What follows belongs to an exercise in optimizing a design on an open flow for small area, a short achievable clock period and few clock cycles per item; a production flow would make more cautious choices.
Where RTL was checked, it was by simulation tests only, not by an equivalence proof against the original.
Only the layout flow was run in runs 2 and 5; the RTL was not checked for function there.
Power is estimated from default activity; no workload was simulated.

## design.v

```verilog
package t2t_pkg;
    parameter int unsigned MAC_CLK_FREQ_MHZ  = 156;     
    parameter int unsigned CORE_CLK_FREQ_MHZ = 300;     
    parameter int unsigned PCIE_CLK_FREQ_MHZ = 125;     
    parameter int unsigned CSR_CLK_FREQ_MHZ  = 100;     
    parameter int unsigned AXI_DATA_WIDTH    = 64;      
    parameter int unsigned AXI_KEEP_WIDTH    = AXI_DATA_WIDTH / 8;
    parameter int unsigned TIMESTAMP_WIDTH   = 64;      
    parameter int unsigned MAX_SYMBOLS       = 1024;
    parameter int unsigned SYMBOL_IDX_WIDTH  = $clog2(MAX_SYMBOLS);   
    parameter int unsigned SYMBOL_KEY_WIDTH  = 64;      
    parameter int unsigned BOOK_BANKS        = 4;
    parameter int unsigned PRICE_WIDTH       = 32;
    parameter int unsigned QTY_WIDTH         = 32;
    parameter int unsigned DMA_RECORD_BYTES  = 64;
    parameter int unsigned DMA_RING_DEPTH    = 65536;
    parameter int unsigned DMA_IDX_WIDTH     = $clog2(DMA_RING_DEPTH);   
    parameter int unsigned ITCH_SEQ_WIDTH    = 32;
    parameter int unsigned ITCH_ORDERID_WIDTH = 64;
    typedef enum logic [7:0] {
        ITCH_SYSTEM_EVENT       = 8'h53,   
        ITCH_STOCK_DIRECTORY    = 8'h52,   
        ITCH_STOCK_TRADING_ACTION = 8'h48,  
        ITCH_REG_SHO            = 8'h59,   
        ITCH_MARKET_PARTICIPANT = 8'h4C,   
        ITCH_MWCB_DECLINE       = 8'h56,   
        ITCH_MWCB_STATUS        = 8'h57,   
        ITCH_IPO_QUOTE          = 8'h4B,   
        ITCH_ADD_ORDER          = 8'h41,   
        ITCH_ADD_ORDER_MPID     = 8'h46,   
        ITCH_ORDER_EXECUTED     = 8'h45,   
        ITCH_ORDER_EXECUTED_PX  = 8'h43,   
        ITCH_ORDER_CANCEL       = 8'h58,   
        ITCH_ORDER_DELETE       = 8'h44,   
        ITCH_ORDER_REPLACE      = 8'h55,   
        ITCH_TRADE              = 8'h50,   
        ITCH_CROSS_TRADE        = 8'h51,   
        ITCH_BROKEN_TRADE       = 8'h42,   
        ITCH_NOII               = 8'h49,   
        ITCH_RPII               = 8'h4E,   
        ITCH_UNKNOWN            = 8'hFF
    } itch_msg_type_e;
    typedef enum logic {
        SIDE_BID = 1'b0,
        SIDE_ASK = 1'b1
    } side_e;
    typedef enum logic [3:0] {
        RISK_ACCEPT          = 4'h0,
        RISK_PRICE_BAND      = 4'h1,
        RISK_TOKEN_BUCKET    = 4'h2,
        RISK_POSITION_LIMIT  = 4'h3,
        RISK_KILL_SWITCH     = 4'h4,
        RISK_STALE_DATA      = 4'h5,
        RISK_SEQ_GAP         = 4'h6,
        RISK_HALT            = 4'h7,
        RISK_UNKNOWN_SYMBOL  = 4'h8,
        RISK_RESERVED        = 4'hF
    } risk_reason_e;
    typedef enum logic [3:0] {
        PARSE_OK             = 4'h0,
        PARSE_CRC_ERROR      = 4'h1,
        PARSE_LENGTH_ERROR   = 4'h2,
        PARSE_IP_CHECKSUM    = 4'h3,
        PARSE_UNSUPPORTED    = 4'h4,
        PARSE_TRUNCATED      = 4'h5
    } parse_error_e;
    typedef struct packed {
        logic [TIMESTAMP_WIDTH-1:0] ingress_ts;    
        logic                       crc_ok;         
        logic                       is_multicast;   
        logic [1:0]                 vlan_count;     
        logic [3:0]                 error_flags;    
    } mac_tuser_t;
    typedef struct packed {
        logic [TIMESTAMP_WIDTH-1:0] ingress_ts;
        logic [31:0]                src_ip;
        logic [31:0]                dst_ip;
        logic [15:0]                src_port;
        logic [15:0]                dst_port;
        logic [15:0]                udp_len;
        logic [15:0]                payload_offset;   
        logic [3:0]                 parse_error;
        logic                       is_valid;
    } parsed_pkt_t;
    typedef struct packed {
        logic [TIMESTAMP_WIDTH-1:0] ingress_ts;
        logic [TIMESTAMP_WIDTH-1:0] decode_ts;
        logic [ITCH_SEQ_WIDTH-1:0]  seq_num;
        itch_msg_type_e             msg_type;
        logic [SYMBOL_KEY_WIDTH-1:0] symbol_key;
        logic [SYMBOL_IDX_WIDTH-1:0] symbol_idx;
        logic                       symbol_valid;
        side_e                      side;
        logic [PRICE_WIDTH-1:0]     price;
        logic [QTY_WIDTH-1:0]       qty;
        logic [ITCH_ORDERID_WIDTH-1:0] order_id;
        logic                       is_book_update;   
        logic                       stale;            
        logic [3:0]                 error_flags;
    } itch_msg_t;
    typedef struct packed {
        logic [PRICE_WIDTH-1:0]     bid_px;
        logic [QTY_WIDTH-1:0]       bid_qty;
        logic [PRICE_WIDTH-1:0]     ask_px;
        logic [QTY_WIDTH-1:0]       ask_qty;
        logic [TIMESTAMP_WIDTH-1:0] last_update_ts;
        logic                       valid;
    } tob_entry_t;
    typedef struct packed {
        logic [TIMESTAMP_WIDTH-1:0] ingress_ts;
        logic [TIMESTAMP_WIDTH-1:0] book_ts;
        logic [SYMBOL_IDX_WIDTH-1:0] symbol_idx;
        tob_entry_t                 tob;
        logic [PRICE_WIDTH-1:0]     last_trade_px;
        logic [QTY_WIDTH-1:0]       last_trade_qty;
        logic                       tob_changed;
        logic                       trade_occurred;
        logic                       stale;
        itch_msg_type_e             trigger_msg_type;
    } book_event_t;
    typedef struct packed {
        book_event_t                book_event;
        logic [31:0]                ref_price;        
        logic signed [31:0]         position;         
        logic [31:0]                notional;         
    } risk_input_t;
    typedef struct packed {
        logic                       accept;
        risk_reason_e               reason;
        logic [TIMESTAMP_WIDTH-1:0] decision_ts;
        book_event_t                book_event;       
    } risk_output_t;
    typedef struct packed {
        logic [63:0]                reserved_hi;      
        logic [15:0]                pad;
        logic [15:0]                payload_crc16;
        logic [31:0]                feature2;         
        logic [31:0]                feature1;         
        logic [31:0]                feature0;         
        logic [31:0]                ref_px;
        logic [31:0]                price;
        logic [31:0]                qty;
        logic [7:0]                 flags;
        logic [7:0]                 side;
        logic [15:0]                sym_idx;
        logic [63:0]                ts_dec;
        logic [63:0]                ts_ing;
        logic [31:0]                reserved_lo;
        logic [31:0]                seq;
    } dma_record_t;
    typedef enum logic [11:0] {
        CSR_BUILD_ID        = 12'h000,
        CSR_CTRL            = 12'h004,
        CSR_PRICE_BAND_BPS  = 12'h008,
        CSR_TOKEN_RATE      = 12'h00C,
        CSR_POSITION_LIMIT  = 12'h010,
        CSR_STALE_USEC      = 12'h014,
        CSR_SEQ_GAP_THR     = 12'h018,
        CSR_KILL            = 12'h01C,
        CSR_SYMTAB_DATA     = 12'h020,
        CSR_SYMTAB_COMMIT   = 12'h040,
        CSR_LAT_HIST_BASE   = 12'h100,
        CSR_DROPS           = 12'h180,
        CSR_CRC_BAD         = 12'h184,
        CSR_SEQ_GAPS        = 12'h188,
        CSR_ACCEPTS         = 12'h18C,
        CSR_BLOCKS          = 12'h190,
        CSR_EVENT_LOG       = 12'h200,
        CSR_RING_BASE_LO    = 12'h300,
        CSR_RING_BASE_HI    = 12'h304,
        CSR_RING_LEN        = 12'h308,
        CSR_PROD_IDX        = 12'h320,
        CSR_CONS_IDX_SHADOW = 12'h324,
        CSR_MSIX_CFG        = 12'h328
    } csr_addr_e;
endpackage
module itch_decoder #(
    parameter int unsigned MAX_MSG_BYTES = 64
) (
    input  logic                    clk,
    input  logic                    rst_n,
    input  logic [MAX_MSG_BYTES*8-1:0] s_axis_tdata,
    input  logic [7:0]              s_axis_tkeep,
    input  logic                    s_axis_tlast,
    input  logic [95:0]             s_axis_tuser,
    input  logic                    s_axis_tvalid,
    output logic                    s_axis_tready,
    output t2t_pkg::itch_msg_t      decoded_msg,
    output logic                    decoded_valid,
    input  logic                    decoded_ready,
    output logic [t2t_pkg::SYMBOL_KEY_WIDTH-1:0] sym_lookup_key,
    output logic                    sym_lookup_valid,
    input  logic [t2t_pkg::SYMBOL_IDX_WIDTH-1:0] sym_lookup_idx,
    input  logic                    sym_lookup_hit,
    input  logic                    sym_lookup_ready,
    output logic [31:0]             stat_add_orders,
    output logic [31:0]             stat_executes,
    output logic [31:0]             stat_cancels,
    output logic [31:0]             stat_deletes,
    output logic [31:0]             stat_replaces,
    output logic [31:0]             stat_trades,
    output logic [31:0]             stat_unknown
);
    logic [7:0] in_type;
    logic       in_u, in_r, in_d, in_ecx, in_s, in_book;
    logic [63:0] in_order_id, in_symbol;
    logic [31:0] in_qty, in_price;
    logic        in_side;
    assign in_type = s_axis_tuser[63:56];
    assign in_u    = (in_type == 8'h55);
    assign in_r    = (in_type == 8'h52);
    assign in_d    = (in_type == 8'h44);
    assign in_ecx  = (in_type == 8'h45) || (in_type == 8'h43) || (in_type == 8'h58);
    assign in_s    = (in_type == 8'h53);
    assign in_book = (in_type == 8'h41) || (in_type == 8'h46) || (in_type == 8'h50) || in_ecx || in_d || in_u;
    logic sel_u, sel_r, sel_d, sel_ecx;
    assign sel_u   = in_type[4] & in_type[0];
    assign sel_r   = in_type[4] & in_type[1];
    assign sel_d   = in_type[2] & !in_type[1] & !in_type[0];
    assign sel_ecx = in_type[3] | (in_type[0] & (in_type[1] | in_type[2]));
    assign in_order_id = sel_u ?
        {s_axis_tdata[152 +: 8], s_axis_tdata[160 +: 8], s_axis_tdata[168 +: 8], s_axis_tdata[176 +: 8],
         s_axis_tdata[184 +: 8], s_axis_tdata[192 +: 8], s_axis_tdata[200 +: 8], s_axis_tdata[208 +: 8]} :
        {s_axis_tdata[88 +: 8],  s_axis_tdata[96 +: 8],  s_axis_tdata[104 +: 8], s_axis_tdata[112 +: 8],
         s_axis_tdata[120 +: 8], s_axis_tdata[128 +: 8], s_axis_tdata[136 +: 8], s_axis_tdata[144 +: 8]};
    assign in_symbol = sel_r ?
        {s_axis_tdata[88 +: 8],  s_axis_tdata[96 +: 8],  s_axis_tdata[104 +: 8], s_axis_tdata[112 +: 8],
         s_axis_tdata[120 +: 8], s_axis_tdata[128 +: 8], s_axis_tdata[136 +: 8], s_axis_tdata[144 +: 8]} :
        {s_axis_tdata[192 +: 8], s_axis_tdata[200 +: 8], s_axis_tdata[208 +: 8], s_axis_tdata[216 +: 8],
         s_axis_tdata[224 +: 8], s_axis_tdata[232 +: 8], s_axis_tdata[240 +: 8], s_axis_tdata[248 +: 8]};
    always_comb begin
        if (sel_u)
            in_qty = {s_axis_tdata[216 +: 8], s_axis_tdata[224 +: 8], s_axis_tdata[232 +: 8], s_axis_tdata[240 +: 8]};
        else if (sel_d)
            in_qty = '0;
        else if (sel_ecx)
            in_qty = {s_axis_tdata[152 +: 8], s_axis_tdata[160 +: 8], s_axis_tdata[168 +: 8], s_axis_tdata[176 +: 8]};
        else
            in_qty = {s_axis_tdata[160 +: 8], s_axis_tdata[168 +: 8], s_axis_tdata[176 +: 8], s_axis_tdata[184 +: 8]};
    end
    assign in_price = sel_u ?
        {s_axis_tdata[248 +: 8], s_axis_tdata[256 +: 8], s_axis_tdata[264 +: 8], s_axis_tdata[272 +: 8]} :
        {s_axis_tdata[256 +: 8], s_axis_tdata[264 +: 8], s_axis_tdata[272 +: 8], s_axis_tdata[280 +: 8]};
    assign in_side = (s_axis_tdata[152 +: 8] != 8'h42);
    logic        emit_r, look_r, empty_r;
    logic        emit_i, look_i;
    logic        hold_r;
    logic        load;         
    logic        take_i;       
    logic [47:0] r_ts;
    logic [31:0] r_seq;
    logic [7:0]  r_type;
    logic        r_stale;
    logic [3:0]  r_err;        
    logic        r_book;       
    logic [63:0] r_order_id;
    logic [63:0] r_symbol;
    logic [31:0] r_qty;
    logic [31:0] r_price;
    logic        r_side;
    logic [9:0]  r_idx;
    logic        r_hit;
    logic in_needs_lk, take;
    logic [6:0] r_cls, in_cls;
    always_comb begin
        in_cls = 7'b1000000;
        case (in_type)
            8'h41, 8'h46: in_cls = 7'b0000001;
            8'h45, 8'h43: in_cls = 7'b0000010;
            8'h58:        in_cls = 7'b0000100;
            8'h44:        in_cls = 7'b0001000;
            8'h55:        in_cls = 7'b0010000;
            8'h50:        in_cls = 7'b0100000;
            default:      in_cls = 7'b1000000;
        endcase
    end
    assign in_needs_lk = (in_type == 8'h41) || (in_type == 8'h46) || (in_type == 8'h50) || in_r;
    assign decoded_valid = emit_r || (look_r && sym_lookup_ready);
    assign take          = decoded_valid && decoded_ready;
    assign s_axis_tready = empty_r || take;
    assign take_i = decoded_ready && (emit_i || (look_i && sym_lookup_ready));
    assign load   = empty_r || take_i;
    always_ff @(posedge clk or negedge rst_n) begin
        if (!rst_n) begin
            emit_r  <= 1'b0;
            look_r  <= 1'b0;
            empty_r <= 1'b1;
        end else if (s_axis_tready) begin
            emit_r  <= s_axis_tvalid && !in_needs_lk;
            look_r  <= s_axis_tvalid && in_needs_lk;
            empty_r <= !s_axis_tvalid;
        end else if (look_r && sym_lookup_ready) begin
            emit_r  <= 1'b1;
            look_r  <= 1'b0;
        end
    end
    always_ff @(posedge clk or negedge rst_n) begin
        if (!rst_n) begin
            emit_i <= 1'b0;
            look_i <= 1'b0;
            hold_r <= 1'b0;
        end else if (load) begin
            emit_i <= !in_needs_lk;
            look_i <= in_needs_lk;
            hold_r <= 1'b0;
        end else if (sym_lookup_ready) begin
            if (look_i) begin
                emit_i <= 1'b1;
                look_i <= 1'b0;
            end
            hold_r <= 1'b1;
        end
    end
    always_ff @(posedge clk) begin
        if (load) begin
            r_ts       <= s_axis_tuser[47:0];
            r_seq      <= s_axis_tuser[95:64];
            r_type     <= in_type;
            r_cls      <= s_axis_tvalid ? in_cls : 7'b0;
            r_stale    <= s_axis_tuser[55];
            r_err      <= (in_book || in_s || in_r) ? s_axis_tuser[51:48] : 4'hF;
            r_book     <= in_book;
            r_order_id <= in_order_id;
            r_symbol   <= in_symbol;
            r_qty      <= in_qty;
            r_price    <= in_price;
            r_side     <= in_side;
        end
    end
    always_ff @(posedge clk) begin
        if (load) begin
            r_idx <= '0;
            r_hit <= 1'b0;
        end else if (look_i && sym_lookup_ready) begin
            r_idx <= sym_lookup_idx;
            r_hit <= sym_lookup_hit;
        end
    end
    assign sym_lookup_valid = look_r;
    assign sym_lookup_key   = r_symbol;
    always_comb begin
        decoded_msg                = '0;
        decoded_msg.ingress_ts     = {16'h0, r_ts};
        decoded_msg.decode_ts      = '0;
        decoded_msg.seq_num        = r_seq;
        decoded_msg.msg_type       = t2t_pkg::itch_msg_type_e'(r_type);
        decoded_msg.symbol_key     = r_symbol;
        decoded_msg.symbol_idx     = r_idx | (sym_lookup_idx & {10{!hold_r}});
        decoded_msg.symbol_valid   = r_hit | (sym_lookup_hit & !hold_r);
        decoded_msg.side           = t2t_pkg::side_e'(r_side);
        decoded_msg.price          = r_price;
        decoded_msg.qty            = r_qty;
        decoded_msg.order_id       = r_order_id;
        decoded_msg.is_book_update = r_book;
        decoded_msg.stale          = r_stale;
        decoded_msg.error_flags    = r_err;
    end
    always_ff @(posedge clk or negedge rst_n) begin
        if (!rst_n) begin
            stat_add_orders <= '0;
            stat_executes   <= '0;
            stat_cancels    <= '0;
            stat_deletes    <= '0;
            stat_replaces   <= '0;
            stat_trades     <= '0;
            stat_unknown    <= '0;
        end else begin
            if (take_i && r_cls[0]) stat_add_orders <= stat_add_orders + 1'b1;
            if (take_i && r_cls[1]) stat_executes   <= stat_executes + 1'b1;
            if (take_i && r_cls[2]) stat_cancels    <= stat_cancels + 1'b1;
            if (take_i && r_cls[3]) stat_deletes    <= stat_deletes + 1'b1;
            if (take_i && r_cls[4]) stat_replaces   <= stat_replaces + 1'b1;
            if (take_i && r_cls[5]) stat_trades     <= stat_trades + 1'b1;
            if (take_i && r_cls[6]) stat_unknown    <= stat_unknown + 1'b1;
        end
    end
endmodule
module itch_decoder_top (
    input  logic          clk,
    input  logic          rst_n,
    input  logic [511:0]  s_axis_tdata,
    input  logic [7:0]    s_axis_tkeep,
    input  logic          s_axis_tlast,
    input  logic [95:0]   s_axis_tuser,
    input  logic          s_axis_tvalid,
    output logic          s_axis_tready,
    output logic [63:0]   dec_ingress_ts,
    output logic [63:0]   dec_decode_ts,
    output logic [31:0]   dec_seq_num,
    output logic [7:0]    dec_msg_type,
    output logic [63:0]   dec_symbol_key,
    output logic [9:0]    dec_symbol_idx,
    output logic          dec_symbol_valid,
    output logic          dec_side,
    output logic [31:0]   dec_price,
    output logic [31:0]   dec_qty,
    output logic [63:0]   dec_order_id,
    output logic          dec_is_book_update,
    output logic          dec_stale,
    output logic [3:0]    dec_error_flags,
    output logic          decoded_valid,
    input  logic          decoded_ready,
    output logic [63:0]   sym_lookup_key,
    output logic          sym_lookup_valid,
    input  logic [9:0]    sym_lookup_idx,
    input  logic          sym_lookup_hit,
    input  logic          sym_lookup_ready,
    output logic [31:0]   stat_add_orders,
    output logic [31:0]   stat_executes,
    output logic [31:0]   stat_cancels,
    output logic [31:0]   stat_deletes,
    output logic [31:0]   stat_replaces,
    output logic [31:0]   stat_trades,
    output logic [31:0]   stat_unknown
);
    t2t_pkg::itch_msg_t decoded_msg;
    itch_decoder #(
        .MAX_MSG_BYTES (64)
    ) u_decoder (
        .clk              (clk),
        .rst_n            (rst_n),
        .s_axis_tdata     (s_axis_tdata),
        .s_axis_tkeep     (s_axis_tkeep),
        .s_axis_tlast     (s_axis_tlast),
        .s_axis_tuser     (s_axis_tuser),
        .s_axis_tvalid    (s_axis_tvalid),
        .s_axis_tready    (s_axis_tready),
        .decoded_msg      (decoded_msg),
        .decoded_valid    (decoded_valid),
        .decoded_ready    (decoded_ready),
        .sym_lookup_key   (sym_lookup_key),
        .sym_lookup_valid (sym_lookup_valid),
        .sym_lookup_idx   (sym_lookup_idx),
        .sym_lookup_hit   (sym_lookup_hit),
        .sym_lookup_ready (sym_lookup_ready),
        .stat_add_orders  (stat_add_orders),
        .stat_executes    (stat_executes),
        .stat_cancels     (stat_cancels),
        .stat_deletes     (stat_deletes),
        .stat_replaces    (stat_replaces),
        .stat_trades      (stat_trades),
        .stat_unknown     (stat_unknown)
    );
    assign dec_ingress_ts     = decoded_msg.ingress_ts;
    assign dec_decode_ts      = decoded_msg.decode_ts;
    assign dec_seq_num        = decoded_msg.seq_num;
    assign dec_msg_type       = decoded_msg.msg_type;
    assign dec_symbol_key     = decoded_msg.symbol_key;
    assign dec_symbol_idx     = decoded_msg.symbol_idx;
    assign dec_symbol_valid   = decoded_msg.symbol_valid;
    assign dec_side           = decoded_msg.side;
    assign dec_price          = decoded_msg.price;
    assign dec_qty            = decoded_msg.qty;
    assign dec_order_id       = decoded_msg.order_id;
    assign dec_is_book_update = decoded_msg.is_book_update;
    assign dec_stale          = decoded_msg.stale;
    assign dec_error_flags    = decoded_msg.error_flags;
endmodule
```

## flow/pins_pre.tcl

```tcl
# Put the clock pin alone in the middle of the left edge; place_pins keeps the
# stretch around it free (see PLACE_PINS_ARGS in run.sh), so no other pin sits
# one track from it.
set die [ord::get_die_area]
set ymid [expr {([lindex $die 1] + [lindex $die 3]) / 2.0}]
place_pin -pin_name clk -layer met3 -location [list 0.4 $ymid] -force_to_die_boundary
```

## standard.sh

```bash
#!/bin/bash
# synth_recipe.tcl (not shown) runs the flow's synth.tcl, then flattens the netlist and writes it again
# the make line also repeats each setting of config.mk as NAME=value (left out here)
make -C /OpenROAD-flow-scripts/flow DESIGN_CONFIG=/design/flow/config.mk WORK_HOME=/design/flow/orfs CLKGATE_MAP_FILE= SYNTH_SCRIPT=/design/flow/synth_recipe.tcl "${@:-finish}"
```

## constraint.sdc

```tcl
create_clock -name core_clock -period 3.3 [get_ports {clk}]
set_input_delay 0.6600 -clock core_clock [delete_from_list [all_inputs] [get_ports {clk}]]
set_output_delay 0.6600 -clock core_clock [all_outputs]
set_load 0.01 [all_outputs]
```

## config.mk

```make
export PLATFORM = sky130hd
export DESIGN_NAME = itch_decoder_top
export DESIGN_NICKNAME = itch_decoder_top
export VERILOG_FILES = /design/flow/design.v
export SDC_FILE = /design/flow/constraint.sdc
export NUM_CORES = 4
export LEC_CHECK = 0
export CAP_MARGIN = 20
export CORE_AREA = 5 5 221 221
export CTS_CLUSTER_DIAMETER = 90
export CTS_CLUSTER_SIZE = 27
export DIE_AREA = 0 0 226 226
export SETUP_SLACK_MARGIN = 1.2
export SLEW_MARGIN = 20
```

## flow/run.sh

```bash
#!/bin/bash
# Own layout flow: the standard flow (standard.sh) with these changes:
#  - port buffers are buf_1 cells instead of the delay buffer buffer_ports picks by default
#    (every port still gets its own buffer);
#  - pins may sit one routing track apart, so the die can be much smaller than the pin count
#    would otherwise allow; the clock pin is placed alone mid-left (pins_pre.tcl).
# Each ORFS step logs to orfs/logs/...; standard.sh's own output goes to standard.log.
set -euo pipefail
here=$(pwd)
half=$(awk '/^export DIE_AREA/ {print ($5 + $7) / 2}' config.mk)
export BUFFER_PORTS_ARGS="-buffer_cell sky130_fd_sc_hd__buf_1"
export PLACE_PINS_ARGS="-min_distance 1 -min_distance_in_tracks -corner_avoidance 15 -exclude left:$(( ${half%.*} - 8 ))-$(( ${half%.*} + 8 ))"
export PRE_IO_PLACEMENT_TCL="$here/flow/pins_pre.tcl"
echo "PLACE_PINS_ARGS=$PLACE_PINS_ARGS" > run.log
bash standard.sh > standard.log 2>&1
```

==> flow_metrics.tcl, run 1 <==
set metrics [dict create \
    hold_slack_ns 0.217 \
    synth_compound_area_frac 0.0176 \
    rows 79 \
    finalClockSkew_ns 0.0255 \
    pre_cts_ws_ns 0.459 \
    required_ns 2.64 \
    io_buffers 897 \
    slowest_stage "dfrtp_2" \
    maxSlewHeadroom 0.510 \
    grt_max_degree 97 \
    synth.area.top_cells "edfxtp_1 38%, dfrtp_1 24%, nand2_1 7.0%, xnor2_1 5.6%, buf_4 4.6%" \
    cp_max_fo 6 \
    dr.pass1.iters 5 \
    synthAdderAreaFrac 0.00374 \
    dp_hpwl_mm 77.9 \
    critPathBufInv 2 \
    wl_per_cell_um 27.7 \
    die_w_um 226 \
    cp-startpoint "u_decoder.hold_r$_DFFE_PN0P_" \
    root_buffer "clkbuf_16" \
    synth_top_family_by_area "simple AND/OR/NAND/NOR gates" \
    routabilityCongestion 1.02 \
    grt_pass1_vias 18093 \
    grt_util_all_layers 0.352 \
    path_class "flop to output port" \
    setup_viol 0 \
    holdCritPathClass "input port to flop" \
    nNetsFinal 3438 \
    clock_latency_ns 0.60 \
    grt_setup_unrepaired "yes" \
    wirelength_mm 96.0 \
    fin_ws_ns 1.10 \
    yosys_warnings 1 \
    status "timing/DRC/antenna clean" \
    hp-start "s_axis_tuser[40]" \
    final.setup.tns_ns 0 \
    synth.top_cell.area_share 0.377 \
    synth_seq_area_share 0.632 \
    route.detailed.drc 0 \
    vias 19075 \
    clk_pin_slew_ns 0.11 \
    syn_inst 1948 \
    hold_viol 0 \
    numCtsBuffers 26 \
    initial_core_util 0.505 \
    irDropWorstVdd_mv 0.391 \
    power_density_mw_per_mm2 414 \
    rr_startpoint "u_decoder.stat_unknown[1]$_DFFE_PN0P_" \
    synth-edff-count 294 \
    postRouteAntennaNets 0 \
    synth_xor_area_frac 0.0819 \
    cap_violations 0 \
    cts_max_level 1 \
    cts_sinks 535 \
    worstSetupEndpointType "output port" \
    critPathTopFamily "flip-flops" \
    worstPathCellList "clkinvlp_4 -> a21o_1 -> buf_6" \
    io_pins 1301 \
    fmax_mhz 456 \
    synth.avg_cell_area_um2 12.0 \
    overflow 0 \
    netlist.top_cell.by_area "edfxtp_1" \
    synth_mux_area_frac 0.0478 \
    min_period_ns 2.20 \
    async_flop_share 0.430 \
    die-area_mm2 0.0511 \
    ys_seq_elements 535 \
    leakage_nw 11.3 \
    cts_buffer_depth 3 \
    tightest_slew_ns 0.736 \
    drive_gt1_frac 0.0820 \
    die_h_um 226 \
    grt_pass1_wl_mm 130 \
    fin_crit_sh 0.665 \
    synthFlopType "edfxtp_1" \
    cts_tree "built" \
    synthToLayoutAreaGrowth_pct 21.1 \
    dr.first_iter.drc_count 2107 \
    ys_types 53 \
    routed_via_density 5.50 \
    syn_area_mm2 0.0234 \
    startpoint_type "flop" \
    fp.coreArea_mm2 0.0464 \
    drv_slew 0 \
    synth_simple_gate_area_frac 0.158 \
    arrival_ns 1.54 \
    cp_slowest_stage_delay_ns 0.44 \
    antenna_found_initial 47 \
]
## layout by cell type, fill, tap and decap left out, drive strengths merged, types with 2 or more instances in the layout
cell | netlist | layout
clkinvlp | 0 | 4
or4 | 4 | 4
nand2b | 10 | 11
ha | 7 | 7
nor3 | 28 | 28
a21o | 13 | 13
o22ai | 2 | 2
conb | 1 | 80
dfxtp | 11 | 11
and2 | 11 | 11
nor4b | 4 | 4
and4 | 20 | 20
mux2i | 32 | 32
or2 | 4 | 4
o21a | 5 | 5
xor2 | 70 | 70
mux2 | 71 | 71
o21ai | 35 | 35
nand3 | 84 | 84
a21oi | 14 | 14
nand2 | 440 | 440
edfxtp | 294 | 294
xnor2 | 149 | 149
dfrtp | 229 | 229
buf | 152 | 937
clkbuf | 49 | 42
nor2 | 70 | 70
nor2b | 3 | 3
or3 | 10 | 10
inv | 18 | 24
nor4 | 14 | 14
diode | 0 | 41
and3 | 27 | 27
nand4 | 58 | 58
## metal layers
layer  GRT usage  vias to the layer above  share of wire
met5      0.0133                        -         0.0023
met4       0.261                       22          0.094
met3       0.145                      310           0.14
met2       0.497                     1274           0.42
met1       0.431                     9225           0.34
li1            -                     8244              -
## area by class of cell
class / instances / area, µm²
Antenna cell: 41 / 103
Clock buffer: 38 / 759
Inverter: 18 / 71.3
Multi-Input combinational cell: 1274 / 7730
Timing Repair inverter: 1 / 7.51
Clock inverter: 10 / 100
Tap cell: 607 / 759
Sequential cell: 535 / 14800
Timing Repair Buffer: 942 / 4040
Fill cell: 4045 / 18000
## where the power goes
group,internal [mW],total (mW),switching [mW]
combinational,0.254,0.721,0.467
sequential,7.07,7.07,0.0000000000000000555
clock,1.68,3.96,2.28
total,9.00,11.8,2.75
## registers in the layout, indices dropped and copies added, names as in the netlist, 4 cells and up
name                       cells
u_decoder.r_cls                7
u_decoder.r_err                4
u_decoder.r_idx               10
u_decoder.r_order_id          64
u_decoder.r_price             32
u_decoder.r_qty               32
u_decoder.r_seq               32
u_decoder.r_symbol            64
u_decoder.r_ts                48
u_decoder.r_type               8
u_decoder.stat_add_orders     32
u_decoder.stat_cancels        32
u_decoder.stat_deletes        32
u_decoder.stat_executes       32
u_decoder.stat_replaces       32
u_decoder.stat_trades         32
u_decoder.stat_unknown        32
## final timing paths
path | end | slack, ns | cells past startpoint
max | dec_symbol_idx[2] | 1.10 | 3
min | u_decoder.r_ts[40]$_DFFE_PP_ | 0.22 | 1
max reg2reg | u_decoder.stat_unknown[26]$_DFFE_PN0P_ | 1.24 | 6
min reg2reg | u_decoder.r_idx[0]$_SDFFE_PP0P_ | 0.47 | 2
max in group asynchronous | u_decoder.empty_r$_DFFE_PN1P_ | 1.99 | 3
min in group asynchronous | u_decoder.stat_trades[14]$_DFFE_PN0P_ | 0.55 | 2
## what timing repair did
action,in CTS,in global routing
gates resized for setup,51,24
endpoints found under the hold margin,13,0
hold buffers,1,0
cloned,1,2
pin swaps,10,5
setup buffers,6,4
setup endpoints to repair,97,186
## per-stage QoR
| step | utilization | total power, mW | cell area, µm² | instances |
|---|---|---|---|---|
| after floorplan | - | 7.61 | 23800 | 2027 |
| after global placement | 0.583 | 7.91 | 27000 | 3363 |
| after detailed placement | 0.583 | 7.92 | 27000 | 3363 |
| after CTS | 0.606 | 11.8 | 28100 | 3419 |
| after global routing | 0.611 | 12.1 | 28300 | 3453 |
| final | 0.612 | 11.8 | 28400 | 3466 |
## cells in the mapped netlist (all sizes together) (5+ instances only)
master and count:
a21o 13, a21oi 14, and2 11, and3 27
and4 20, buf 152, clkbuf 49, dfrtp 229
dfxtp 11, edfxtp 294, ha 7, inv 18
mux2 71, mux2i 32, nand2 440, nand2b 10
nand3 84, nand4 58, nor2 70, nor3 28
nor4 14, o21a 5, o21ai 35, or3 10
xnor2 149, xor2 70
## kinds of logic after synthesis
| kind of cell | Yosys count |
|---|---|
| xor+xnor | 219 |
| other cells | 1 |
| fa+ha+maj | 7 |
| buf+inv | 219 |
| flops | 535 |
| mux | 103 |
| compound gates | 71 |
| simple gates | 793 |
Testbench counts, summed over its fixed seeds: cycles 17,920, items 16,000.
==> run 2: changes to the inputs <==
--- a/design.v
+++ b/design.v
@@ -245,4 +245,4 @@
     logic        emit_r, look_r, empty_r;
-    logic        emit_i, look_i;
-    logic        hold_r;
+    logic        look_i;
+    logic        pass_r;
     logic        load;         
@@ -262,3 +262,3 @@
     logic        r_hit;
-    logic in_needs_lk, take;
+    logic in_needs_lk;
     logic [6:0] r_cls, in_cls;
@@ -278,5 +278,4 @@
     assign decoded_valid = emit_r || (look_r && sym_lookup_ready);
-    assign take          = decoded_valid && decoded_ready;
-    assign s_axis_tready = empty_r || take;
-    assign take_i = decoded_ready && (emit_i || (look_i && sym_lookup_ready));
+    assign s_axis_tready = empty_r || (decoded_ready && (!look_r || sym_lookup_ready));
+    assign take_i = decoded_ready && (!look_i || sym_lookup_ready);
     assign load   = empty_r || take_i;
@@ -298,15 +297,10 @@
         if (!rst_n) begin
-            emit_i <= 1'b0;
             look_i <= 1'b0;
-            hold_r <= 1'b0;
+            pass_r <= 1'b1;
         end else if (load) begin
-            emit_i <= !in_needs_lk;
             look_i <= in_needs_lk;
-            hold_r <= 1'b0;
+            pass_r <= 1'b1;
         end else if (sym_lookup_ready) begin
-            if (look_i) begin
-                emit_i <= 1'b1;
-                look_i <= 1'b0;
-            end
-            hold_r <= 1'b1;
+            look_i <= 1'b0;
+            pass_r <= 1'b0;
         end
@@ -347,4 +341,4 @@
         decoded_msg.symbol_key     = r_symbol;
-        decoded_msg.symbol_idx     = r_idx | (sym_lookup_idx & {10{!hold_r}});
-        decoded_msg.symbol_valid   = r_hit | (sym_lookup_hit & !hold_r);
+        decoded_msg.symbol_idx     = r_idx | (sym_lookup_idx & {10{pass_r}});
+        decoded_msg.symbol_valid   = r_hit | (sym_lookup_hit & pass_r);
         decoded_msg.side           = t2t_pkg::side_e'(r_side);
==> run 2 against run 1 <==
  * Largest cell class unchanged
  * First-iteration DRC count fell by 28%
  * Clock skew decreased by 0.0026 ns
  * Sequential share of layout area up 0.38 points
  * Worst setup slack got worse by 0.026 ns
  * Combinational power rose to 3.5 times the previous value
  * Synthesized cell count grew 0.10%
  * Still clean on timing, DRC and antenna
  * Via count shrank 1.5%
  * Global-route usage decreased by 1.5 points
==> flow_metrics.tcl, run 2 <==
set metrics [dict create \
    die_w_um 226 \
    die_h_um 226 \
    synthFlopType "edfxtp_1" \
    layout_commonest_cell "buf_1" \
    reg2reg_depth 6 \
    leakage_nw 11.4 \
    dr.pass1.iters 5 \
    routed_via_density 5.47 \
    routabilityCongestion 1.01 \
    netlist.top_cell.by_area "edfxtp_1" \
    hold_slack_ns 0.0376 \
    grt_setup_unrepaired "yes" \
    io_buffers 897 \
    final.setup.tns_ns 0 \
    cts_max_level 1 \
    layout_common_cells "878 x buf_1, 435 x nand2_1, 294 x edfxtp_1" \
    cts_buffer_depth 3 \
    clock_latency_ns 0.59 \
    cts_tree "built" \
    cp-startpoint "u_decoder.pass_r$_DFFE_PN1P_" \
    required_ns 2.64 \
    crit_path_end "dec_symbol_idx[7]" \
    synth.avg_cell_area_um2 12.1 \
    ys_seq_elements 534 \
    power.internal_mw 9.94 \
    ys_types 52 \
    irDropWorstVdd_mv 0.442 \
    synth_seq_area_share 0.628 \
    top_regs "u_decoder.r_order_id: 64 flops, u_decoder.r_symbol: 64 flops, u_decoder.r_ts: 48 flops" \
    holdCritPathClass "input port to async pin" \
    finalClockSkew_ns 0.0228 \
    cp_max_fo 6 \
    route.detailed.drc 0 \
    overflow 0 \
    numCtsBuffers 25 \
    clkPwrFrac 0.259 \
    r2r_slack_ns 1.28 \
    initial_core_util 0.507 \
    grt_pass1_wl_mm 126 \
    syn_area_mm2 0.0235 \
    cap_violations 0 \
    r2r-end "u_decoder.stat_deletes[26]$_DFFE_PN0P_" \
    drv_slew 0 \
    antenna_found_initial 31 \
    setup_viol 0 \
    wirelength_mm 92.3 \
    dr.first_iter.drc_count 1509 \
    maxSlewHeadroom 0.494 \
    clk_pin_slew_ns 0.11 \
    cts_sinks 534 \
    syn_inst 1950 \
    seq_power_share 0.564 \
    net-switching-power_mw 4.41 \
    grt_util_all_layers 0.338 \
    worstSetupEndpointType "output port" \
    fillers 4029 \
    root_buffer "clkbuf_16" \
    yosys_warnings 1 \
    drive_gt1_frac 0.0782 \
    rows 79 \
    wl_per_cell_um 26.9 \
    synth.top_cell.area_share 0.375 \
    io_pins 1301 \
    fin_crit_sh 0.673 \
    status "timing/DRC/antenna clean" \
    async_flop_share 0.429 \
    synth.area.top_cells "edfxtp_1 38%, dfrtp_1 24%, nand2_1 7.0%, xnor2_1 5.5%, buf_4 4.6%" \
    synth-edff-count 294 \
    total_power_mw 14.3 \
    power_density_mw_per_mm2 510 \
    fp.coreArea_mm2 0.0464 \
    die-area_mm2 0.0511 \
    path_class "flop to output port" \
    startpoint_type "flop" \
    min_period_ns 2.22 \
    grt_max_degree 90 \
    dp_hpwl_mm 74.9 \
    postRouteAntennaNets 0 \
    synth_top_cells_by_count "439 x nand2_1, 294 x edfxtp_1, 227 x dfrtp_1" \
    postLayoutCellArea_mm2 0.0281 \
    p_sw_frac 0.307 \
    vias 18783 \
    dpl_cell_area_mm2 0.0270 \
    grt_pass1_vias 18038 \
    rr_startpoint "u_decoder.stat_deletes[0]$_DFFE_PN0P_" \
    combPwrFrac 0.177 \
    tightest_slew_ns 0.759 \
    hold_viol 0 \
    fmax_mhz 450 \
    yosysMostFrequentCell "nand2_1" \
    synthToLayoutAreaGrowth_pct 19.5 \
    arrival_ns 1.56 \
    nNetsFinal 3437 \
]
run 2: cell count changes in the layout (fill, tap and decap cells not counted), sizes merged, moves of 3 or more:
cell,delta
buf,-3
and3,+7
nand2b,-5
nand4,+3
clkinv,+4
nor3,+9
clkinvlp,-4
nor2,-3
nor4,-5
inv,-5
diode,-29
run 2: what timing repair did:
| action | CTS | global route |
|---|---|---|
| setup buffers | 5 | 7 |
| hold buffers | 0 | 0 |
| pin swaps | 8 | 9 |
| endpoints found under the setup margin | 29 | 107 |
| gates cloned | 0 | 1 |
| resized for setup | 43 | 19 |
run 2: power groups by stage:
stage	clock [mW]	sequential [mW]	combinational (mW)
6_report	3.71	8.10	2.53
5_1_grt	3.99	8.17	2.66
4_1_cts	3.78	8.10	2.46
3_5_place_dp	0	8.24	2.42
3_3_place_gp	0	8.22	2.39
2_1_floorplan	0	8.43	0.955
run 2: kinds of logic after synthesis:
kind of cell,after synthesis,synth area share
AO/OA/AOI/OAI,72,0.0175
adder cells (fa/ha/maj),7,0.00372
multiplexers,103,0.0476
AND/OR/NAND/NOR,799,0.163
flip-flops,534,0.628
buffers and inverters,215,0.0580
other,1,0.000159
XOR/XNOR,219,0.0819
run 2: final cells by class:
class | count | area [µm²] | area share
inverter | 16 | 60.1 | 0.00214
tap | 607 | 759 | 0.0270
clock buffer | 37 | 691 | 0.0246
timing repair buffer | 939 | 3910 | 0.139
multi-input combinational | 1281 | 7820 | 0.278
antenna | 12 | 30.0 | 0.00107
sequential | 534 | 14800 | 0.526
clock inverter | 8 | 71.3 | 0.00254
run 2: worst max-delay path, stage by stage (launching register included):
cell,delay [ns]
dfstp_2,0.58
buf_12,0.12
a21o_1,0.14
buf_6,0.13
run 2: metal layers:
layer  global-route usage  vias up  part of all wire
met1                0.368     9083              0.32
met2                0.527     1172              0.45
met5                    0        -            0.0013
met4                0.258       22              0.10
met3                0.137      290              0.12
li1                     -     8216                 -
run 2: worst min-delay path by stage:
stage,startpoint,cells after the start,slack [ns],endpoint
6_report,rst_n,1,0.04,u_decoder.stat_cancels[7]$_DFFE_PN0P_
5_1_grt,rst_n,1,0.06,u_decoder.stat_cancels[7]$_DFFE_PN0P_
4_1_cts,rst_n,1,0.02,u_decoder.stat_cancels[7]$_DFFE_PN0P_
3_5_place_dp,u_decoder.r_idx[6]$_SDFFE_PP0P_,2,0.45,u_decoder.r_idx[6]$_SDFFE_PP0P_
3_3_place_gp,u_decoder.r_idx[8]$_SDFFE_PP0P_,2,0.44,u_decoder.r_idx[8]$_SDFFE_PP0P_
2_1_floorplan,rst_n,0,0.36,u_decoder.emit_r$_DFFE_PN0P_
run 2: through the flow:
step	util	cells	setup WS, ns
6_report	0.607	3434	1.08
3_5_place_dp	0.583	3364	0.517
2_1_floorplan	-	2029	1.11
3_3_place_gp	0.583	3364	0.642
5_1_grt	0.607	3432	1.02
4_1_cts	0.603	3414	1.06
==> run 3: changes to the inputs <==
--- a/design.v
+++ b/design.v
@@ -298,3 +298,3 @@
             look_i <= 1'b0;
-            pass_r <= 1'b1;
+            pass_r <= 1'b0;      
         end else if (load) begin
==> run 3 against run 2 <==
  * Sequential power barely moved
  * Global-route usage barely moved
  * Combinational power fell by 2%
  * Clock-buffer cell count rose by 1
  * Largest cell class unchanged
  * Largest power group unchanged
==> flow_metrics.tcl, run 3 <==
set metrics [dict create \
    finalClockSkew_ns 0.0186 \
    min_period_ns 2.15 \
    grt_pass1_wl_mm 125 \
    synth_seq_area_share 0.628 \
    grt_pass1_vias 17747 \
    die_w_um 226 \
    drv_slew 0 \
    holdCritPathClass "input port to async pin" \
    tightest_slew_ns 0.689 \
    overflow 0 \
    net-switching-power_mw 4.47 \
    setup_viol 0 \
    top_regs "u_decoder.r_order_id: 64 flops, u_decoder.r_symbol: 64 flops, u_decoder.r_ts: 48 flops" \
    io_pins 1301 \
    synthFlopType "edfxtp_1" \
    io_buffers 897 \
    clock_latency_ns 0.61 \
    synth-edff-count 294 \
    vias 18622 \
    p_sw_frac 0.308 \
    ys_seq_elements 534 \
    leakage_nw 11.5 \
    root_buffer "clkbuf_16" \
    rr_startpoint "u_decoder.stat_add_orders[1]$_DFFE_PN0P_" \
    postRouteAntennaNets 0 \
    r2r_slack_ns 1.31 \
    wirelength_mm 91.8 \
    synth.avg_cell_area_um2 12.1 \
    cts_tree "built" \
    dr.first_iter.drc_count 1619 \
    cts_sinks 534 \
    routed_via_density 5.42 \
    cts_buffer_depth 3 \
    wl_per_cell_um 26.7 \
    required_ns 2.64 \
    arrival_ns 1.49 \
    initial_core_util 0.507 \
    nNetsFinal 3439 \
    dp_hpwl_mm 74.7 \
    yosys_warnings 1 \
    cts_max_level 1 \
    final.setup.tns_ns 0 \
    cap_violations 0 \
    synth.top_cell.area_share 0.375 \
    total_power_mw 14.5 \
    cp_max_fo 3 \
    fin_crit_sh 0.653 \
    power.internal_mw 10.0 \
    clkPwrFrac 0.270 \
    path_class "flop to output port" \
    power_density_mw_per_mm2 514 \
    syn_inst 1950 \
    maxSlewHeadroom 0.537 \
    async_flop_share 0.429 \
    die-area_mm2 0.0511 \
    synthToLayoutAreaGrowth_pct 20.1 \
    dr.pass1.iters 5 \
    synth.area.top_cells "edfxtp_1 38%, dfrtp_1 24%, nand2_1 7.0%, xnor2_1 5.5%, buf_4 4.6%" \
    syn_area_mm2 0.0235 \
    ys_types 52 \
    fp.coreArea_mm2 0.0464 \
    netlist.top_cell.by_area "edfxtp_1" \
    grt_setup_unrepaired "yes" \
    fmax_mhz 464 \
    r2r-end "u_decoder.stat_add_orders[20]$_DFFE_PN0P_" \
    postCtsHoldBufs 0 \
    startpoint_type "flop" \
    status "timing/DRC/antenna clean" \
    antenna_found_initial 25 \
    yosysMostFrequentCell "nand2_1" \
    reg2reg_depth 6 \
    synth_top_cells_by_count "439 x nand2_1, 294 x edfxtp_1, 228 x dfrtp_1" \
    clk_pin_slew_ns 0.11 \
    route.detailed.drc 0 \
    grt_max_degree 97 \
    grt_util_all_layers 0.338 \
    layout_commonest_cell "buf_1" \
    rows 79 \
    layout_common_cells "873 x buf_1, 435 x nand2_1, 294 x edfxtp_1" \
    drive_gt1_frac 0.0812 \
    die_h_um 226 \
    hold_viol 0 \
    seq_power_share 0.559 \
    combPwrFrac 0.171 \
    irDropWorstVdd_mv 0.455 \
    numCtsBuffers 26 \
    worstSetupEndpointType "output port" \
    routabilityCongestion 1.05 \
]
[run 3: per-layer routing]
layer	vias to the layer above	track usage	wire length, µm
li1	8224	-	-
met1	9021	0.363	29800
met2	1071	0.513	40900
met5	-	0.00380	117
met3	288	0.149	11300
met4	18	0.277	9750
[run 3: repair_timing]
action,in CTS,in global routing
pin swaps,9,8
endpoints found under the setup margin,24,114
cloned,0,1
gates resized for setup,38,25
setup buffers,5,4
[run 3: power by group through the flow]
| stage | clock network (mW) | logic [mW] | registers (mW) |
|---|---|---|---|
| finish | 3.92 | 2.49 | 8.11 |
| floorplan | 0 | 0.955 | 8.43 |
| CTS | 3.96 | 2.45 | 8.10 |
| detailed placement | 0 | 2.41 | 8.24 |
| global route | 4.21 | 2.61 | 8.18 |
| global placement | 0 | 2.40 | 8.21 |
[run 3: worst max-delay path, cell delays in order (launching register included)]
cell and delay [ns]:
dfrtp_2 0.44, buf_4 0.14, a21o_1 0.17, buf_6 0.14
[run 3: per-stage QoR]
step	setup slack, ns	hold slack (ns)	cells	cell area (µm²)	utilization
after global placement	0.717	0.442	3368	27100	0.585
after global routing	1.09	0.0812	3432	28200	0.609
after floorplan	1.11	0.364	2029	23900	-
final	1.15	0.0552	3438	28300	0.609
after detailed placement	0.690	0.450	3368	27100	0.585
after CTS	1.12	0.0644	3421	28100	0.606
[run 3: kinds of logic after synthesis]
kind of cell | Yosys count | share of synthesized area
xor gates and xnor gates | 219 | 0.0819
muxes | 103 | 0.0476
buffers and inverters | 215 | 0.0580
other | 1 | 0.000159
and+or+nand+nor | 799 | 0.163
AOI/OAI and AO/OA | 72 | 0.0175
DFF | 534 | 0.628
adders and majority gates | 7 | 0.00372
[run 3: layout make-up]
class / instances / area (µm²)
antenna: 12 / 30.0
clock buffer: 38 / 727
clock inverter: 10 / 114
fill: 4008 / 18100
inverter: 16 / 60.1
multi-input combinational: 1281 / 7820
sequential: 534 / 14800
tap: 607 / 759
timing repair buffer: 940 / 3960
[run 3: worst max-delay path by stage]
| stage | from | endpoint | slack (ns) | cells past startpoint |
|---|---|---|---|---|
| after global placement | s_axis_tuser[57] | u_decoder.r_qty[2]$_DFFE_PP_ | 0.72 | 7 |
| after detailed placement | sym_lookup_ready | u_decoder.r_order_id[41]$_DFFE_PP_ | 0.69 | 5 |
| after CTS | u_decoder.pass_r$_DFFE_PN0P_ | dec_symbol_idx[2] | 1.12 | 3 |
| final | u_decoder.pass_r$_DFFE_PN0P_ | dec_symbol_idx[7] | 1.15 | 3 |
| after floorplan | sym_lookup_ready | u_decoder.r_book$_DFFE_PP_ | 1.11 | 4 |
| after global routing | u_decoder.pass_r$_DFFE_PN0P_ | dec_symbol_idx[7] | 1.09 | 3 |
Testbench counts of run 3, summed over its fixed seeds: cycles 17,920, items 16,000.
==> run 4: changes to the inputs <==
--- a/config.mk
+++ b/config.mk
@@ -12,3 +12,3 @@
 export DIE_AREA = 0 0 226 226
-export SETUP_SLACK_MARGIN = 1.2
+export SETUP_SLACK_MARGIN = 1.3
 export SLEW_MARGIN = 20
==> run 4 against run 3 <==
  * Critical path type unchanged
  * Critical endpoint is now dec_symbol_valid
  * Still clean
  * Non-clock buffer count rose by 12
  * Via count rose by 1.0%
  * Final cell count rose by 0.47%
  * First-iteration DRC count rose by 4.7%
  * Total power rose by 0.63%
  * Clock-buffer cell count fell by 1
==> flow_metrics.tcl, run 4 <==
set metrics [dict create \
    synthToLayoutAreaGrowth_pct 21.3 \
    net-switching-power_mw 4.42 \
    netlist.top_cell.by_area "edfxtp_1" \
    synthFlopType "edfxtp_1" \
    seq_power_share 0.556 \
    irDropWorstVdd_mv 0.451 \
    crit_path_end "dec_symbol_valid" \
    syn_inst 1950 \
    path_class "flop to output port" \
    final.setup.tns_ns 0 \
    clock_latency_ns 0.60 \
    top_regs "u_decoder.r_order_id: 64 flops, u_decoder.r_symbol: 64 flops, u_decoder.r_ts: 48 flops" \
    maxSlewHeadroom 0.516 \
    postRouteAntennaNets 0 \
    initial_core_util 0.507 \
    io_pins 1301 \
    cts_buffer_depth 3 \
    synth_seq_area_share 0.628 \
    rr_startpoint "u_decoder.stat_add_orders[0]$_DFFE_PN0P_" \
    hold_slack_ns 0.0352 \
    synth_top_cells_by_count "439 x nand2_1, 294 x edfxtp_1, 228 x dfrtp_1" \
    hold_viol 0 \
    power_density_mw_per_mm2 512 \
    rows 79 \
    layout_common_cells "788 x buf_1, 435 x nand2_1, 294 x edfxtp_1" \
    vias 18810 \
    cp_slowest_stage_delay_ns 0.44 \
    routed_via_density 5.45 \
    required_ns 2.64 \
    grt_pass1_wl_mm 124 \
    worstSetupEndpointType "output port" \
    yosys_warnings 1 \
    tightest_slew_ns 0.726 \
    finalClockSkew_ns 0.0213 \
    cap_violations 0 \
    setup_viol 0 \
    overflow 0 \
    die-area_mm2 0.0511 \
    drv_slew 0 \
    leakage_nw 11.8 \
    routabilityCongestion 1.04 \
    fin_ws_ns 1.17 \
    synth-edff-count 294 \
    cts_tree "built" \
    arrival_ns 1.47 \
    cts_max_level 1 \
    pre_cts_ws_ns 0.580 \
    cp-startpoint "u_decoder.pass_r$_DFFE_PN0P_" \
    die_w_um 226 \
    grt_max_degree 99 \
    multi_input_area_mm2 0.00790 \
    synth.area.top_cells "edfxtp_1 38%, dfrtp_1 24%, nand2_1 7.0%, xnor2_1 5.5%, buf_4 4.6%" \
    ys_types 52 \
    clk_pin_slew_ns 0.11 \
    worstPathCellList "buf_6 -> a21o_1 -> buf_6" \
    holdCritPathClass "input port to async pin" \
    dp_hpwl_mm 72.6 \
    slowest_stage "dfrtp_2" \
    cts_sinks 534 \
    grt_util_all_layers 0.330 \
    fp.coreArea_mm2 0.0464 \
    reg2reg_depth 6 \
    startpoint_type "flop" \
    synth.top_cell.area_share 0.375 \
    p_sw_frac 0.303 \
    layout_commonest_cell "buf_1" \
    fin_crit_sh 0.645 \
    dr.pass1.iters 6 \
    wirelength_mm 90.0 \
    numCtsBuffers 26 \
    syn_area_mm2 0.0235 \
    io_buffers 897 \
    min_period_ns 2.13 \
    root_buffer "clkbuf_16" \
    fillers 4024 \
    r2r-end "u_decoder.stat_add_orders[20]$_DFFE_PN0P_" \
    route.detailed.drc 0 \
    drive_gt1_frac 0.126 \
    antenna_found_initial 28 \
    synth.avg_cell_area_um2 12.1 \
    clkPwrFrac 0.270 \
    fmax_mhz 470 \
    yosysMostFrequentCell "nand2_1" \
    dr.first_iter.drc_count 1695 \
    combPwrFrac 0.175 \
    path_common_cell "buf_6" \
    r2r_slack_ns 1.31 \
    grt_setup_unrepaired "yes" \
    die_h_um 226 \
    status "timing/DRC/antenna clean" \
    cp_max_fo 6 \
    ys_seq_elements 534 \
    async_flop_share 0.429 \
    regArea_mm2 0.0148 \
    grt_pass1_vias 18003 \
    nNetsFinal 3452 \
    wl_per_cell_um 26.1 \
    power.internal_mw 10.2 \
]
run 4: cell counts after synthesis:
No cell type changed its count.
run 4: per-layer routing:
layer / vias to the layer above / part of all wire / global-route usage / wire, µm
met4: 24 / 0.11 / 0.268 / 9470
met3: 268 / 0.11 / 0.129 / 10100
met5: - / 0.0017 / 0 / 149
li1: 8257 / - / - / -
met2: 1113 / 0.45 / 0.514 / 40800
met1: 9148 / 0.33 / 0.358 / 29500
run 4: cell families after synthesis:
kind of cell	Yosys count	synth area share
adder cells (fa/ha/maj)	7	0.00372
multiplexers	103	0.0476
XOR/XNOR	219	0.0819
AND/OR/NAND/NOR	799	0.163
other	1	0.000159
buffers and inverters	215	0.0580
flip-flops	534	0.628
AO/OA/AOI/OAI	72	0.0175
run 4: how the worst min path moves through the flow:
stage / start / end / slack (ns) / cells past startpoint
global route: rst_n / u_decoder.stat_replaces[1]$_DFFE_PN0P_ / 0.05 / 1
floorplan: rst_n / u_decoder.emit_r$_DFFE_PN0P_ / 0.36 / 0
finish: rst_n / u_decoder.stat_trades[19]$_DFFE_PN0P_ / 0.04 / 1
detailed placement: u_decoder.r_idx[4]$_SDFFE_PP0P_ / u_decoder.r_idx[4]$_SDFFE_PP0P_ / 0.45 / 2
CTS: rst_n / u_decoder.stat_trades[19]$_DFFE_PN0P_ / 0.03 / 1
global placement: u_decoder.r_idx[6]$_SDFFE_PP0P_ / u_decoder.r_idx[6]$_SDFFE_PP0P_ / 0.44 / 2
run 4: worst max-delay path: cells and delay by family, from the launching register on:
family                 cells  cell delay, ns
AOI/OAI and AO/OA          1            0.17
buffers and inverters      2            0.28
DFF                        1            0.44
run 4: repair_timing:
action                     4_1_cts  5_1_grt
resized for setup              101       96
setup endpoints to repair      209      142
hold buffers                     0        0
setup buffers                    7       18
pin swaps                        5       21
cloned                           1        1
run 4: power groups by stage:
stage	clock [mW]	combinational (mW)	sequential [mW]
floorplan	0	0.958	8.43
global placement	0	2.35	8.22
finish	3.94	2.55	8.12
detailed placement	0	2.38	8.25
global route	4.25	2.68	8.18
CTS	4.01	2.44	8.10
run 4: cell type report:
class / count / area share
Antenna cell: 15 / 0.00132
Clock buffer: 37 / 0.0253
Clock inverter: 11 / 0.00460
Inverter: 16 / 0.00210
Multi-Input combinational cell: 1282 / 0.277
Sequential cell: 534 / 0.519
Tap cell: 607 / 0.0266
Timing Repair Buffer: 952 / 0.144
run 4: stage by stage:
| stage | total power, mW | cells | utilization | area [µm²] |
|---|---|---|---|---|
| finish | 14.6 | 3454 | 0.615 | 28500 |
| detailed placement | 10.6 | 3364 | 0.583 | 27000 |
| global placement | 10.6 | 3364 | 0.583 | 27000 |
| floorplan | 9.38 | 2029 | - | 23900 |
| CTS | 14.6 | 3420 | 0.607 | 28100 |
| global route | 15.1 | 3451 | 0.615 | 28500 |
==> run 5: changes to the inputs <==
--- a/design.v
+++ b/design.v
@@ -246,3 +246,3 @@
     logic        look_i;
-    logic        pass_r;
+    logic        pass_r, pass2_r;
     logic        load;         
@@ -278,3 +278,3 @@
     assign decoded_valid = emit_r || (look_r && sym_lookup_ready);
-    assign s_axis_tready = empty_r || (decoded_ready && (!look_r || sym_lookup_ready));
+    assign s_axis_tready = (empty_r || decoded_ready) && (!look_r || sym_lookup_ready);
     assign take_i = decoded_ready && (!look_i || sym_lookup_ready);
@@ -297,10 +297,13 @@
         if (!rst_n) begin
-            look_i <= 1'b0;
-            pass_r <= 1'b0;      
+            look_i  <= 1'b0;
+            pass_r  <= 1'b0;     
+            pass2_r <= 1'b0;
         end else if (load) begin
-            look_i <= in_needs_lk;
-            pass_r <= 1'b1;
+            look_i  <= in_needs_lk;
+            pass_r  <= 1'b1;
+            pass2_r <= 1'b1;
         end else if (sym_lookup_ready) begin
-            look_i <= 1'b0;
-            pass_r <= 1'b0;
+            look_i  <= 1'b0;
+            pass_r  <= 1'b0;
+            if (look_i) pass2_r <= 1'b0;
         end
@@ -341,3 +344,3 @@
         decoded_msg.symbol_key     = r_symbol;
-        decoded_msg.symbol_idx     = r_idx | (sym_lookup_idx & {10{pass_r}});
+        decoded_msg.symbol_idx     = r_idx | {sym_lookup_idx[9:5] & {5{pass2_r}}, sym_lookup_idx[4:0] & {5{pass_r}}};
         decoded_msg.symbol_valid   = r_hit | (sym_lookup_hit & pass_r);
==> run 5 against run 4 <==
  * Clock-buffer cell count stayed put
  * Still clean
  * Maximum frequency is 2.7% lower
  * Combinational power is 5% lower
  * Critical endpoint is now s_axis_tready
==> flow_metrics.tcl, run 5 <==
set metrics [dict create \
    clock_latency_ns 0.59 \
    route.detailed.drc 0 \
    die_w_um 226 \
    synth.top_cell.area_share 0.376 \
    die_h_um 226 \
    initial_core_util 0.507 \
    cts_tree "built" \
    overflow 0 \
    finalClockSkew_ns 0.0175 \
    final.setup.tns_ns 0 \
    power_density_mw_per_mm2 507 \
    nNetsFinal 3443 \
    ys_seq_elements 535 \
    wirelength_mm 92.6 \
    synth_simple_gate_area_frac 0.160 \
    fp.coreArea_mm2 0.0464 \
    path_class "flop to output port" \
    setup_viol 0 \
    r2r_slack_ns 1.36 \
    worstPathCellList "nor2_2 -> a21oi_2 -> buf_6" \
    postLayoutCellArea_mm2 0.0285 \
    die-area_mm2 0.0511 \
    dr.pass1.iters 6 \
    fmax_mhz 457 \
    synth.area.top_cells "edfxtp_1 38%, dfrtp_1 24%, nand2_1 7.2%, xnor2_1 5.4%, buf_4 4.6%" \
    startpoint_type "flop" \
    wl_per_cell_um 26.7 \
    postRouteAntennaNets 0 \
    synth-edff-count 294 \
    grt_max_degree 97 \
    cts_sinks 535 \
    tightest_slew_ns 0.752 \
    ys_types 51 \
    leakage_nw 11.8 \
    postCtsHoldBufs 0 \
    fillers 4045 \
    synth_compound_area_frac 0.0176 \
    dpl_cell_area_mm2 0.0271 \
    synth_top_family_by_area "simple AND/OR/NAND/NOR gates" \
    fin_crit_sh 0.663 \
    syn_area_mm2 0.0235 \
    grt_pass1_vias 17963 \
    cts_buffer_depth 3 \
    netlist.top_cell.by_area "edfxtp_1" \
    grt_pass1_wl_mm 126 \
    maxSlewHeadroom 0.498 \
    status "timing/DRC/antenna clean" \
    synth_top_cells_by_count "450 x nand2_1, 294 x edfxtp_1, 229 x dfrtp_1" \
    root_buffer "clkbuf_16" \
    grt_util_all_layers 0.339 \
    drv_slew 0 \
    hold_viol 0 \
    hold_slack_ns 0.136 \
    critPathBufInv 1 \
    yosys_warnings 1 \
    synth_mux_area_frac 0.0477 \
    worstSetupEndpointType "output port" \
    grt_setup_unrepaired "yes" \
    critPathTopFamily "flip-flops" \
    numCtsBuffers 26 \
    clk_pin_slew_ns 0.10 \
    top_regs "u_decoder.r_order_id: 64 flops, u_decoder.r_symbol: 64 flops, u_decoder.r_ts: 48 flops" \
    min_period_ns 2.19 \
    syn_inst 1949 \
    pre_cts_ws_ns 0.415 \
    drive_gt1_frac 0.112 \
    antenna_found_initial 46 \
    fin_ws_ns 1.11 \
    synth.avg_cell_area_um2 12.1 \
    irDropWorstVdd_mv 0.444 \
    layout_common_cells "803 x buf_1, 448 x nand2_1, 294 x edfxtp_1" \
    routed_via_density 5.41 \
    cp_max_fo 3 \
    dr.first_iter.drc_count 1630 \
    synth_xor_area_frac 0.0816 \
    rows 79 \
    cap_violations 0 \
    arrival_ns 1.53 \
    dp_hpwl_mm 74.7 \
    required_ns 2.64 \
    vias 18729 \
    routabilityCongestion 1.02 \
    synth_seq_area_share 0.630 \
    yosysMostFrequentCell "nand2_1" \
    cp_slowest_stage_delay_ns 0.56 \
    synthToLayoutAreaGrowth_pct 21.3 \
    holdCritPathClass "input port to async pin" \
    async_flop_share 0.430 \
    io_buffers 897 \
    synthFlopType "edfxtp_1" \
    io_pins 1301 \
    layout_commonest_cell "buf_1" \
    cts_max_level 1 \
    slowest_stage "dfstp_2" \
    synthAdderAreaFrac 0.00373 \
]
run 5: area by class of cell:
class                      instances  area [µm²]  area share
inverter                          17        76.3     0.00268
multi-input combinational       1276        7770       0.272
clock inverter                    10         104     0.00364
timing repair buffer             947        4140       0.145
antenna                           36        90.1     0.00316
tap                              607         759      0.0266
clock buffer                      37         756      0.0265
sequential                       535       14800       0.520
run 5: per-stage QoR:
| stage | utilization | power, mW | cells |
|---|---|---|---|
| detailed placement | 0.584 | 10.5 | 3359 |
| CTS | 0.608 | 14.5 | 3414 |
| global placement | 0.584 | 10.5 | 3359 |
| finish | 0.615 | 14.5 | 3465 |
| floorplan | - | 9.32 | 2028 |
| global route | 0.614 | 15.0 | 3454 |
run 5: cell families after synthesis:
kind of cell | after synthesis
AND/OR/NAND/NOR | 791
adder cells (fa/ha/maj) | 7
XOR/XNOR | 219
other | 1
AO/OA/AOI/OAI | 74
multiplexers | 103
buffers and inverters | 219
flip-flops | 535
run 5: worst paths after layout:
check | start | end | cells past startpoint
setup / recovery | u_decoder.empty_r$_DFFE_PN1P_ | s_axis_tready | 3
hold / removal | rst_n | u_decoder.stat_unknown[16]$_DFFE_PN0P_ | 1
setup reg to reg | u_decoder.look_i$_DFFE_PN0P_ | u_decoder.stat_add_orders[24]$_DFFE_PN0P_ | 6
hold reg to reg | u_decoder.r_idx[1]$_SDFFE_PP0P_ | u_decoder.r_idx[1]$_SDFFE_PP0P_ | 2
max in group asynchronous | rst_n | u_decoder.stat_trades[13]$_DFFE_PN0P_ | 2
min in group core_clock | s_axis_tuser[94] | u_decoder.r_seq[30]$_DFFE_PP_ | 1
run 5: what timing repair did:
action | in CTS | in global routing
endpoints found under the setup margin | 408 | 183
setup buffers | 6 | 15
cloned | 2 | 0
endpoints found under the hold margin | 0 | 0
resized for setup | 101 | 62
pin swaps | 14 | 13
run 5: report_power, final:
part / total [mW] / switching [mW] / internal [mW]
sequential: 8.08 / 0.422 / 7.66
clock: 3.96 / 2.28 / 1.67
combinational: 2.43 / 1.66 / 0.768
run 5: per-layer routing:
layer / GRT usage / vias up / wire length (µm)
li1: - / 8227 / -
met1: 0.376 / 9032 / 30700
met2: 0.498 / 1132 / 40400
met3: 0.168 / 326 / 12700
met4: 0.263 / 12 / 8760
met5: 0 / - / 83
==> run 6: changes to the inputs <==
--- a/design.v
+++ b/design.v
@@ -244,3 +244,3 @@
     assign in_side = (s_axis_tdata[152 +: 8] != 8'h42);
-    logic        emit_r, look_r, empty_r;
+    logic        emit_r, look_r, full_r;
     logic        look_i;
@@ -278,5 +278,5 @@
     assign decoded_valid = emit_r || (look_r && sym_lookup_ready);
-    assign s_axis_tready = (empty_r || decoded_ready) && (!look_r || sym_lookup_ready);
+    assign s_axis_tready = (!full_r || decoded_ready) && (!look_r || sym_lookup_ready);
     assign take_i = decoded_ready && (!look_i || sym_lookup_ready);
-    assign load   = empty_r || take_i;
+    assign load   = !full_r || take_i;
     always_ff @(posedge clk or negedge rst_n) begin
@@ -285,3 +285,3 @@
             look_r  <= 1'b0;
-            empty_r <= 1'b1;
+            full_r  <= 1'b0;
         end else if (s_axis_tready) begin
@@ -289,3 +289,3 @@
             look_r  <= s_axis_tvalid && in_needs_lk;
-            empty_r <= !s_axis_tvalid;
+            full_r  <= s_axis_tvalid;
         end else if (look_r && sym_lookup_ready) begin
--- a/config.mk
+++ b/config.mk
@@ -12,3 +12,3 @@
 export DIE_AREA = 0 0 226 226
-export SETUP_SLACK_MARGIN = 1.3
+export SETUP_SLACK_MARGIN = 1.4
 export SLEW_MARGIN = 20
==> run 6 against run 5 <==
  * Critical path type unchanged
  * Still clean
  * Sequential share of layout area fell by 3.6 points
  * Global-route usage rose by 2.8 points
  * Clock-buffer cell count did not move
  * Highest routed layer unchanged
==> flow_metrics.tcl, run 6 <==
set metrics [dict create \
    status "timing/DRC/antenna clean" \
    fmax_mhz 474 \
    finalClockSkew_ns 0.0285 \
    startpoint_type "flop" \
    antenna_found_initial 63 \
    critPathTopFamily "flip-flops" \
    vias 19776 \
    cp_max_fo 4 \
    cap_violations 0 \
    dr.first_iter.drc_count 1642 \
    holdCritPathClass "input port to async pin" \
    synth_top_cells_by_count "432 x nand2_1, 294 x edfxtp_1, 230 x dfrtp_1" \
    fp.coreArea_mm2 0.0464 \
    synthFlopType "edfxtp_1" \
    cts_buffer_depth 3 \
    synthToLayoutAreaGrowth_pct 30.7 \
    path_class "flop to output port" \
    final.setup.tns_ns 0 \
    wl_per_cell_um 27.7 \
    synth_seq_area_share 0.630 \
    hold_viol 0 \
    io_buffers 897 \
    arrival_ns 1.45 \
    ys_types 52 \
    wirelength_mm 101 \
    cts_max_level 1 \
    cts_tree "built" \
    grt_pass1_vias 18953 \
    root_buffer "clkbuf_16" \
    numCtsBuffers 25 \
    async_flop_share 0.430 \
    top_regs "u_decoder.r_order_id: 64 flops, u_decoder.r_symbol: 64 flops, u_decoder.r_ts: 48 flops" \
    synth.top_cell.area_share 0.376 \
    die_w_um 226 \
    pre_cts_ws_ns 0.506 \
    cts_sinks 535 \
    irDropWorstVdd_mv 0.376 \
    postRouteAntennaNets 0 \
    syn_inst 1935 \
    cp_slowest_stage_delay_ns 0.40 \
    initial_core_util 0.507 \
    ys_seq_elements 535 \
    layout_commonest_cell "buf_1" \
    clock_latency_ns 0.61 \
    synth.area.top_cells "edfxtp_1 38%, dfrtp_1 24%, nand2_1 6.9%, xnor2_1 5.8%, buf_4 4.6%" \
    min_period_ns 2.11 \
    clk_pin_slew_ns 0.11 \
    maxSlewHeadroom 0.479 \
    nNetsFinal 3609 \
]
run 6: cell count changes after synthesis, moves of 4 or more:
cell	change
nand2_1	-18
xor2_1	-12
xnor2_1	+10
nor2_1	-9
or3_1	-7
nor2b_1	+6
a21o_1	+4
a21oi_1	-4
and3_1	+4
inv_1	-4
nor3_2	+4
nor4_4	-4
run 6: final cells by class:
class                      count  area [µm²]  share of cell area
sequential                   535       14800               0.484
multi-input combinational   1267        7930               0.258
timing repair buffer        1128        6210               0.202
tap                          607         759              0.0247
clock buffer                  37         713              0.0232
antenna                       46         115             0.00375
clock inverter                 9        88.8             0.00289
inverter                      12        45.0             0.00147
run 6: worst register-to-register path: cells and delay by family (launching register included):
kind / cells / cell delay, ns
XOR/XNOR: 1 / 0.18
buffers and inverters: 1 / 0.11
flip-flops: 1 / 0.44
AND/OR/NAND/NOR: 4 / 1.07
run 6: cells by family after synthesis:
family / count (synthesis) / share of synthesized area
and+or+nand+nor: 784 / 0.162
DFF: 535 / 0.630
xor gates and xnor gates: 217 / 0.0809
buffers and inverters: 212 / 0.0574
muxes: 104 / 0.0481
AOI/OAI and AO/OA: 75 / 0.0183
adders and majority gates: 7 / 0.00373
other: 1 / 0.000160
run 6: report_power, final:
group          internal (mW)  switching, mW
registers               7.66          0.321
clock network           1.60           2.27
logic                   1.22           1.88
run 6: path summary, 6_finish.rpt:
| check | depth (start not counted) | slack [ns] | startpoint | endpoint |
|---|---|---|---|---|
| min in group core_clock | 1 | 0.20 | s_axis_tuser[64] | u_decoder.r_seq[0]$_DFFE_PP_ |
| hold reg to reg | 2 | 0.46 | u_decoder.r_idx[6]$_SDFFE_PP0P_ | u_decoder.r_idx[6]$_SDFFE_PP0P_ |
| hold / removal | 1 | 0.15 | rst_n | u_decoder.stat_add_orders[9]$_DFFE_PN0P_ |
| setup / recovery | 3 | 1.19 | u_decoder.full_r$_DFFE_PN0P_ | s_axis_tready |
| max in group asynchronous | 2 | 2.26 | rst_n | u_decoder.pass2_r$_DFFE_PN0P_ |
| setup reg to reg | 6 | 1.41 | u_decoder.look_i$_DFFE_PN0P_ | u_decoder.stat_deletes[25]$_DFFE_PN0P_ |
run 6: what timing repair did:
item | in CTS | in global routing
endpoints found under the setup margin | 579 | 386
setup buffers | 91 | 101
pin swaps | 13 | 24
endpoints found under the hold margin | 0 | 0
cloned | 2 | 2
gates resized for setup | 325 | 195
run 6: metal layers:
layer  wire length [µm]  vias to the layer above  GRT usage
li1                   -                     8564          -
met2              44000                     1219      0.530
met5                129                        -    0.00285
met1              31700                     9560      0.379
met4              12900                       20      0.397
met3              12100                      413      0.159
run 6: through the flow:
stage,cells,hold WS [ns],utilization
2_1_floorplan,2014,0.364,-
3_3_place_gp,3353,0.441,0.585
3_5_place_dp,3353,0.449,0.585
4_1_cts,3492,0.163,0.633
5_1_grt,3631,0.194,0.662
6_report,3641,0.152,0.662
Testbench counts of run 6, summed over its fixed seeds: cycles 17,920, items 16,000.
